This is an optimization exercise on Yosys and OpenROAD, whose aim is small area, a short achievable clock period and few clock cycles per item, not a production implementation. Function was checked by simulation only, so behaviour that the tests miss may differ from the original. Power and IR drop assume default switching activity.

## nickel
==> flow/design.v (excerpt) <==
module rram_ternary_cim #(
    parameter ROWS = 16,
    parameter COLS = 16,
    parameter TRIT_WIDTH = 2     
)(
    input  wire                        clk,
    input  wire                        rst_n,
    input  wire [$clog2(ROWS)-1:0]     wr_row,
    input  wire [$clog2(COLS)-1:0]     wr_col,
    input  wire [TRIT_WIDTH-1:0]       wr_data,    
    input  wire                        wr_en,
    input  wire [ROWS*TRIT_WIDTH-1:0]  input_vector,   
    input  wire                        mac_start,
    output wire [COLS*8-1:0]           mac_result,     
    output reg                         mac_done,
    input  wire [$clog2(ROWS)-1:0]     rd_row,
    input  wire [$clog2(COLS)-1:0]     rd_col,
    output wire [TRIT_WIDTH-1:0]       rd_data
);
export LEC_CHECK = 0
export CAP_MARGIN = 20
export CORE_MARGIN = 2
export CORE_UTILIZATION = 40
export CTS_BUF_LIST = sky130_fd_sc_hd__clkbuf_8
export SETUP_SLACK_MARGIN = 3.8
export SLEW_MARGIN = 20
export SYNTH_HIERARCHICAL = 1
export SYNTH_MINIMUM_KEEP_SIZE = 0
create_clock -name core_clock -period 10.0 [get_ports {clk}]
standard.sh (not shown) runs the stock make flow with config.mk's settings and CLKGATE_MAP_FILE= SYNTH_SCRIPT=/design/flow/synth_recipe.tcl, a recipe that flattens the netlist after the stock synthesis.
==> flow/flow/run.sh <==
#!/bin/bash
# Layout flow: the standard ORFS flow (standard.sh, all steps), except
# that the port buffers are sky130_fd_sc_hd__buf_2 instead of the buffer
# that buffer_ports picks on its own (a slow delay buffer).
set -e
export BUFFER_PORTS_ARGS="-buffer_cell sky130_fd_sc_hd__buf_2"
bash standard.sh > standard.log 2>&1
Per the final summary, nickel finished and its layout is clean on timing, DRC and antenna.
Testbench counts of nickel, summed over its fixed seeds: cycles 1,568, macs 1,536.
Input-level comparison between sierra and nickel:
Settings: swapping 40 for 55 in CORE_UTILIZATION.
[summary]
- sierra finished every step from synthesis to the final layout, and the layout passed the timing, design-rule and antenna checks.
- Looking at the reports, nickel completed the entire flow and the layout it produced met the timing, design-rule and antenna checks.
- Global-route track usage on met1 for sierra: 13 points up relative to nickel
- sierra against nickel; number of resized instances in the post-cts repair step is down by more than a quarter.
- Wire length of the first global-routing pass, sierra vs nickel: down slightly

========
== build 13 ==
rram_ternary_cim, a different RTL version from the one above (not shown whole).
For scale: about 190 I/O pins, about 38,000 um^2 of cells after synthesis.
Settings: LEC_CHECK=0, CAP_MARGIN=20, CORE_MARGIN=2, CORE_UTILIZATION=55, CTS_BUF_LIST=sky130_fd_sc_hd__clkbuf_8, CTS_CLUSTER_DIAMETER=80, CTS_CLUSTER_SIZE=16, SETUP_SLACK_MARGIN=3.8, SLEW_MARGIN=20, SYNTH_HIERARCHICAL=1, SYNTH_MINIMUM_KEEP_SIZE=0, TNS_END_PERCENT=0; clock period 10.0 ns.
Scripts as last shown in full above: flow/flow/run.sh
Testbench counts of build 13, summed over its fixed seeds: cycles 1,568, macs 1,536.
Inputs modified between build 13 and build 50:
- clearing CTS_CLUSTER_SIZE, which used to be 16
- swapping 55 for 70 in CORE_UTILIZATION
- clearing CTS_CLUSTER_DIAMETER, which used to be 80
- swapping 3.8 for 4.1 in SETUP_SLACK_MARGIN
Results
Taking build 13 as the reference, in build 50 number of well-tap cells placed shows a reduction of 235, global-route usage over all layers higher, area growth from synthesis to final layout now sits higher, highest achievable clock rate shows an increase of 2.4%, met1 wire length moved down.
For build 50, the worst setup path startpoint was rd_row[2], unlike build 13, where it was rd_row[1].
#### Input delta (build 87 over build 50)
- SETUP_SLACK_MARGIN: 4.1 -> 3.8
## What came out
- Cmp build 50 and build 87 / wire length on met2 / higher: build 50
- Build 50 → build 87: met1 routed wirelength after detailed routing shows a reduction of about 3.5%, wire length shows a reduction of 4.6%, hold slack shows a reduction of 0.0086 ns, multi-input combinational cell area shows a reduction of 1.4%, pin count of the biggest net entering global routing shows a reduction of about 6%.
- Between build 50 and build 87, the flow reports first-iteration DRC count decreasing by a little under 10%.
- In terms of clock network fraction of total power, build 50 and build 87 differ only marginally.
- Relative contribution of sequential cells to total power: build 50 and build 87 compared, higher one is build 87
- Build 87 vs build 50 on power per standard cell area: build 87 is the higher one.
- Against build 50 as the reference, build 87 delivers a higher share of the clock period used by the worst path after layout.

========
rram_ternary_cim, a different RTL version from the one above (not shown whole).
For scale: ~2800 cells after synthesis, ~190 I/O pins, about 39000 sq um of cells after synthesis.
==> flow/config.mk <==
export PLATFORM = sky130hd
export DESIGN_NAME = rram_ternary_cim
export DESIGN_NICKNAME = rram_ternary_cim
export VERILOG_FILES = /design/flow/design.v
export SDC_FILE = /design/flow/constraint.sdc
export NUM_CORES = 4
export LEC_CHECK = 0
export CAP_MARGIN = 20
export CORE_MARGIN = 2
export CORE_UTILIZATION = 40
export SETUP_SLACK_MARGIN = 3.8
export SLEW_MARGIN = 20
export SYNTH_HIERARCHICAL = 1
export SYNTH_MINIMUM_KEEP_SIZE = 0
==> flow/constraint.sdc <==
create_clock -name core_clock -period 10.0 [get_ports {clk}]
set_input_delay 2.0000 -clock core_clock [delete_from_list [all_inputs] [get_ports {clk}]]
set_output_delay 2.0000 -clock core_clock [all_outputs]
set_load 0.01 [all_outputs]
Scripts as last shown in full above: flow/flow/run.sh
The first run ran to the end with no violations.
Testbench counts at the start, summed over its fixed seeds: cycles 1,568, macs 1,536.
==> next run, changes <==
- CTS_BUF_LIST: default -> sky130_fd_sc_hd__clkbuf_8
What happened:
- wire length grows slightly
- final area does not change
- cell count climbs slightly
- total power fell slightly
- worst setup slack improves by 0.068 ns
- die area is unchanged
- synthesized area does not change
- flip-flop and latch count is unchanged

========
The RTL this note starts from:
==> flow/design.v <==
`timescale 1ns / 1ps
module rram_ternary_cim #(
    parameter ROWS = 16,
    parameter COLS = 16,
    parameter TRIT_WIDTH = 2     
)(
    input  wire                        clk,
    input  wire                        rst_n,
    input  wire [$clog2(ROWS)-1:0]     wr_row,
    input  wire [$clog2(COLS)-1:0]     wr_col,
    input  wire [TRIT_WIDTH-1:0]       wr_data,    
    input  wire                        wr_en,
    input  wire [ROWS*TRIT_WIDTH-1:0]  input_vector,   
    input  wire                        mac_start,
    output wire [COLS*8-1:0]           mac_result,     
    output reg                         mac_done,
    input  wire [$clog2(ROWS)-1:0]     rd_row,
    input  wire [$clog2(COLS)-1:0]     rd_col,
    output wire [TRIT_WIDTH-1:0]       rd_data
);
    reg  [ROWS*COLS*TRIT_WIDTH-1:0] xbar;
    reg  [ROWS-1:0] row_vld;
    wire [ROWS-1:0] row_n;      
    wire [COLS-1:0] col_n;      
    wire [COLS*TRIT_WIDTH-1:0] col_wd;
    cim_wdec u_wdec (.wr_en(wr_en), .wr_row(wr_row), .wr_col(wr_col), .wr_data(wr_data),
                     .row_vld(row_vld), .row_n(row_n), .col_n(col_n), .col_wd(col_wd));
    genvar gr, gc;
    generate
        for (gr = 0; gr < ROWS; gr = gr + 1) begin : g_wrow
            for (gc = 0; gc < COLS; gc = gc + 1) begin : g_wcell
                always @(posedge clk)
                    if (~(row_n[gr] | col_n[gc]))
                        xbar[(gr*COLS+gc)*2 +: 2] <= col_wd[gc*2 +: 2];
            end
        end
    endgenerate
    always @(posedge clk or negedge rst_n) begin
        if (!rst_n)
            row_vld <= {ROWS{1'b0}};
        else if (wr_en)
            row_vld[wr_row] <= 1'b1;
    end
    cim_rmux u_rmux (.xbar(xbar), .row_vld(row_vld), .rd_row(rd_row), .rd_col(rd_col),
                     .rd_data(rd_data));
    wire [ROWS-1:0] xp, xn;
    generate
        for (gr = 0; gr < ROWS; gr = gr + 1) begin : g_x
            assign xp[gr] = input_vector[2*gr] & ~input_vector[2*gr+1] & row_vld[gr];
            assign xn[gr] = input_vector[2*gr+1] & ~input_vector[2*gr] & row_vld[gr];
        end
        for (gc = 0; gc < COLS; gc = gc + 1) begin : g_res
            wire [ROWS*2-1:0] cv;
            wire [5:0] sum;
            for (gr = 0; gr < ROWS; gr = gr + 1) begin : g_cv
                assign cv[gr*2 +: 2] = xbar[(gr*COLS+gc)*2 +: 2];
            end
            cim_col u_col (.xp(xp), .xn(xn), .cv(cv), .sum(sum));
            reg [5:0] res;
            always @(posedge clk)
                res <= sum;
            assign mac_result[gc*8 +: 8] = {{2{res[5]}}, res};
        end
    endgenerate
    always @(posedge clk or negedge rst_n) begin
        if (!rst_n)
            mac_done <= 1'b0;
        else
            mac_done <= mac_start;
    end
endmodule
module cim_wdec (
    input  wire         wr_en,
    input  wire [3:0]   wr_row,
    input  wire [3:0]   wr_col,
    input  wire [1:0]   wr_data,
    input  wire [15:0]  row_vld,
    output wire [15:0]  row_n,
    output wire [15:0]  col_n,
    output wire [31:0]  col_wd
);
    wire row_first = ~row_vld[wr_row];
    wire [15:0] col_sel, col_en, row_sel;
    genvar i;
    generate
        for (i = 0; i < 16; i = i + 1) begin : g_dec
            assign col_sel[i] = wr_en & (wr_col == i);
            assign col_en[i]  = col_sel[i] | (wr_en & row_first);
            assign row_sel[i] = (wr_row == i);
            assign col_wd[i*2 +: 2] = wr_data & {2{col_sel[i]}};
            assign row_n[i] = ~row_sel[i];
            assign col_n[i] = ~col_en[i];
        end
    endgenerate
endmodule
module cim_rmux (
    input  wire [511:0] xbar,
    input  wire [15:0]  row_vld,
    input  wire [3:0]   rd_row,
    input  wire [3:0]   rd_col,
    output wire [1:0]   rd_data
);
    wire [15:0] rh = 16'd1 << rd_row;
    wire [15:0] ch = 16'd1 << rd_col;
    wire [1:0] vh;
    cim_ao8 u_v0 (.s(rh[7:0]), .d(row_vld[7:0]), .y(vh[0]));
    cim_ao8 u_v1 (.s(rh[15:8]), .d(row_vld[15:8]), .y(vh[1]));
    genvar c, b, r, h;
    generate
        for (b = 0; b < 2; b = b + 1) begin : g_b
            wire [31:0] hv;                  
            for (c = 0; c < 16; c = c + 1) begin : g_c
                wire [15:0] d;
                for (r = 0; r < 16; r = r + 1) begin : g_r
                    assign d[r] = xbar[(r*16+c)*2+b];
                end
                cim_ao8 u_lo (.s(rh[7:0]), .d(d[7:0]), .y(hv[2*c]));
                cim_ao8 u_hi (.s(rh[15:8]), .d(d[15:8]), .y(hv[2*c+1]));
            end
            wire [3:0] qv;                   
            for (h = 0; h < 4; h = h + 1) begin : g_q
                cim_ao8 u_q (.s({ch[4*h+3], ch[4*h+3], ch[4*h+2], ch[4*h+2],
                                 ch[4*h+1], ch[4*h+1], ch[4*h], ch[4*h]}),
                             .d(hv[8*h +: 8]), .y(qv[h]));
            end
            wire vsel_n;                     
            cim_nor2 u_vn (.a(vh[0]), .b(vh[1]), .y(vsel_n));
            wire [1:0] on;
            cim_nor2 u_n0 (.a(qv[0]), .b(qv[1]), .y(on[0]));
            cim_nor2 u_n1 (.a(qv[2]), .b(qv[3]), .y(on[1]));
            cim_a21oi u_o (.a1(on[0]), .a2(on[1]), .b1(vsel_n), .y(rd_data[b]));
        end
    endgenerate
endmodule
module cim_ao8 (input wire [7:0] s, input wire [7:0] d, output wire y);
    assign y = |(s & d);
endmodule
module cim_a21oi (input wire a1, input wire a2, input wire b1, output wire y);
    assign y = ~((a1 & a2) | b1);
endmodule
module cim_nor2 (input wire a, input wire b, output wire y);
    assign y = ~(a | b);
endmodule
module cim_col (
    input  wire [15:0] xp,
    input  wire [15:0] xn,
    input  wire [31:0] cv,
    output wire [5:0]  sum
);
    wire [15:0] pa, pb;    
    genvar r;
    generate
        for (r = 0; r < 16; r = r + 1) begin : g_p
            assign pa[r] = (xp[r] & cv[2*r]) | (xn[r] & cv[2*r+1]);
            assign pb[r] = ~((xp[r] & cv[2*r+1]) | (xn[r] & cv[2*r]));
        end
    endgenerate
    wire s0 = pa[0] ^ pb[0];
    wire k0 = pa[0] & pb[0];
    wire s1, k1;
    cim_fa u_s1 (.a(pa[1]), .b(pb[1]), .c(pa[2]), .s(s1), .co(k1));
    wire s2, k2;
    cim_fa u_s2 (.a(pb[2]), .b(pa[3]), .c(pb[3]), .s(s2), .co(k2));
    wire s3, k3;
    cim_fa u_s3 (.a(pa[4]), .b(pb[4]), .c(pa[5]), .s(s3), .co(k3));
    wire s4, k4;
    cim_fa u_s4 (.a(pb[5]), .b(pa[6]), .c(pb[6]), .s(s4), .co(k4));
    wire s5, k5;
    cim_fa u_s5 (.a(pa[7]), .b(pb[7]), .c(pa[8]), .s(s5), .co(k5));
    wire s6, k6;
    cim_fa u_s6 (.a(pb[8]), .b(pa[9]), .c(pb[9]), .s(s6), .co(k6));
    wire s7, k7;
    cim_fa u_s7 (.a(pa[10]), .b(pb[10]), .c(pa[11]), .s(s7), .co(k7));
    wire s8, k8;
    cim_fa u_s8 (.a(pb[11]), .b(pa[12]), .c(pb[12]), .s(s8), .co(k8));
    wire s9, k9;
    cim_fa u_s9 (.a(pa[13]), .b(pb[13]), .c(pa[14]), .s(s9), .co(k9));
    wire s10, k10;
    cim_fa u_s10 (.a(pb[14]), .b(pa[15]), .c(pb[15]), .s(s10), .co(k10));
    wire s11, k11;
    cim_fa u_s11 (.a(s0), .b(s1), .c(s2), .s(s11), .co(k11));
    wire s12, k12;
    cim_fa u_s12 (.a(s3), .b(s4), .c(s5), .s(s12), .co(k12));
    wire s13, k13;
    cim_fa u_s13 (.a(s6), .b(s7), .c(s8), .s(s13), .co(k13));
    wire s14, k14;
    cim_fa u_s14 (.a(s9), .b(s10), .c(s11), .s(s14), .co(k14));
    wire s15, k15;
    cim_fa u_s15 (.a(s12), .b(s13), .c(s14), .s(s15), .co(k15));
    wire s16 = k0 ^ k1;
    wire k16 = k0 & k1;
    wire s17, k17;
    cim_fa u_s17 (.a(k2), .b(k3), .c(k4), .s(s17), .co(k17));
    wire s18, k18;
    cim_fa u_s18 (.a(k5), .b(k6), .c(k7), .s(s18), .co(k18));
    wire s19, k19;
    cim_fa u_s19 (.a(k8), .b(k9), .c(k10), .s(s19), .co(k19));
    wire s20, k20;
    cim_fa u_s20 (.a(s16), .b(k11), .c(k12), .s(s20), .co(k20));
    wire s21, k21;
    cim_fa u_s21 (.a(k13), .b(s17), .c(s18), .s(s21), .co(k21));
    wire s22, k22;
    cim_fa u_s22 (.a(s19), .b(k14), .c(s20), .s(s22), .co(k22));
    wire s23, k23;
    cim_fa u_s23 (.a(s21), .b(k15), .c(s22), .s(s23), .co(k23));
    wire s24 = k16 ^ k17;
    wire k24 = k16 & k17;
    wire s25, k25;
    cim_fa u_s25 (.a(k18), .b(k19), .c(s24), .s(s25), .co(k25));
    wire s26, k26;
    cim_fa u_s26 (.a(k20), .b(k21), .c(s25), .s(s26), .co(k26));
    wire s27, k27;
    cim_fa u_s27 (.a(k22), .b(s26), .c(k23), .s(s27), .co(k27));
    wire s28, k28;
    cim_fa u_s28 (.a(k24), .b(k25), .c(k26), .s(s28), .co(k28));
    wire s29 = s28 ^ k27;
    wire k29 = s28 & k27;
    assign sum[3:0] = {s29, s27, s23, s15};
    assign sum[4] = ~(k28 ^ k29);
    assign sum[5] = ~(k28 | k29);
endmodule
module cim_fsum (input wire a, input wire b, input wire c, output wire s);
    wire p = a ^ b;
    assign s = p ^ c;
endmodule
module cim_maj (input wire a, input wire b, input wire c, output wire y);
    assign y = (a & b) | (a & c) | (b & c);
endmodule
module cim_fa (input wire a, input wire b, input wire c, output wire s, output wire co);
    assign s = a ^ b ^ c;
    assign co = (a & b) | (a & c) | (b & c);
endmodule
export LEC_CHECK = 0
export CAP_MARGIN = 20
export CORE_MARGIN = 2
export CORE_UTILIZATION = 55
export CTS_BUF_LIST = sky130_fd_sc_hd__clkbuf_8
export SETUP_SLACK_MARGIN = 3.8
export SLEW_MARGIN = 20
export SYNTH_HIERARCHICAL = 1
export SYNTH_MINIMUM_KEEP_SIZE = 0
export TNS_END_PERCENT = 0
create_clock -name core_clock -period 10.0 [get_ports {clk}]
Scripts as last shown in full above: flow/flow/run.sh
The first run passed the timing, design-rule and antenna checks.
Testbench counts at the start, summed over its fixed seeds: cycles 1,568, macs 1,536.
==> next run, changes <==
TNS_END_PERCENT = unset   (was 0)
Effect: Clock skew went up by 0.015 ns. Synthesized cell count does not change. Non-clock buffer count went up by 15. Final area went up slightly. Sequential cell count stays the same. Worst hold slack hardly moves. Register-to-register slack degrades by 0.07 ns. Utilization went up by 0.65 points. Area after synthesis does not change.

==> what the ideal ports hide <==
In the flow no input, the clock included, has a driving cell. The finished layouts below were timed again as built, in two steps. Step 1, drivers: a clkbuf_16 drives clk and a buf_2 each remaining input, both assumed. Step 2 moves the port delays by t, midway between the first and last clock arrival at a register: inputs arrive t later, outputs are due t later. That takes back most of the time a late clock gives input paths. Three values: ideal ports, drivers, drivers and shift; two values: the first two.
| run | shift t [ns] | setup WS [ns] | worst setup path at the end | slew at the worst register clock pin (ns) | worst slew at a driven data input, ns |
|---|---|---|---|---|---|
| nickel | 0.794 | 3.710 / 3.660 / 3.547 | input to register | 0.07 / 0.07 | 0.12 |
| sierra | 0.790 | 3.750 / 3.701 / 3.241 | input to register | 0.07 / 0.07 | 0.11 |
| build 13 | 0.753 | 3.762 / 3.635 / 3.245 | input to register | 0.11 / 0.11 | 0.14 |
| build 50 | 0.773 | 3.908 / 3.696 / 3.221 | input to register | 0.07 / 0.07 | 0.23 |
| build 87 | 0.764 | 3.734 / 3.648 / 3.174 | input to register | 0.07 / 0.07 | 0.14 |
| the first run of note 3 | 0.700 | 3.614 / 3.465 / 3.465 | input to output | 0.06 / 0.06 | 0.17 |
| the second run of note 3 | 0.828 | 3.682 / 3.540 / 3.515 | input to register | 0.07 / 0.07 | 0.16 |
| the first run of note 4 | 0.770 | 3.819 / 3.759 / 3.154 | input to register | 0.07 / 0.07 | 0.13 |
| the second run of note 4 | 0.785 | 3.707 / 3.637 / 3.082 | input to register | 0.07 / 0.07 | 0.15 |
After both steps every run listed still meets setup and hold. For build 50, which loses most, drivers alone change the setup slack by -0.212 ns; drivers and shift together by -0.687 ns.
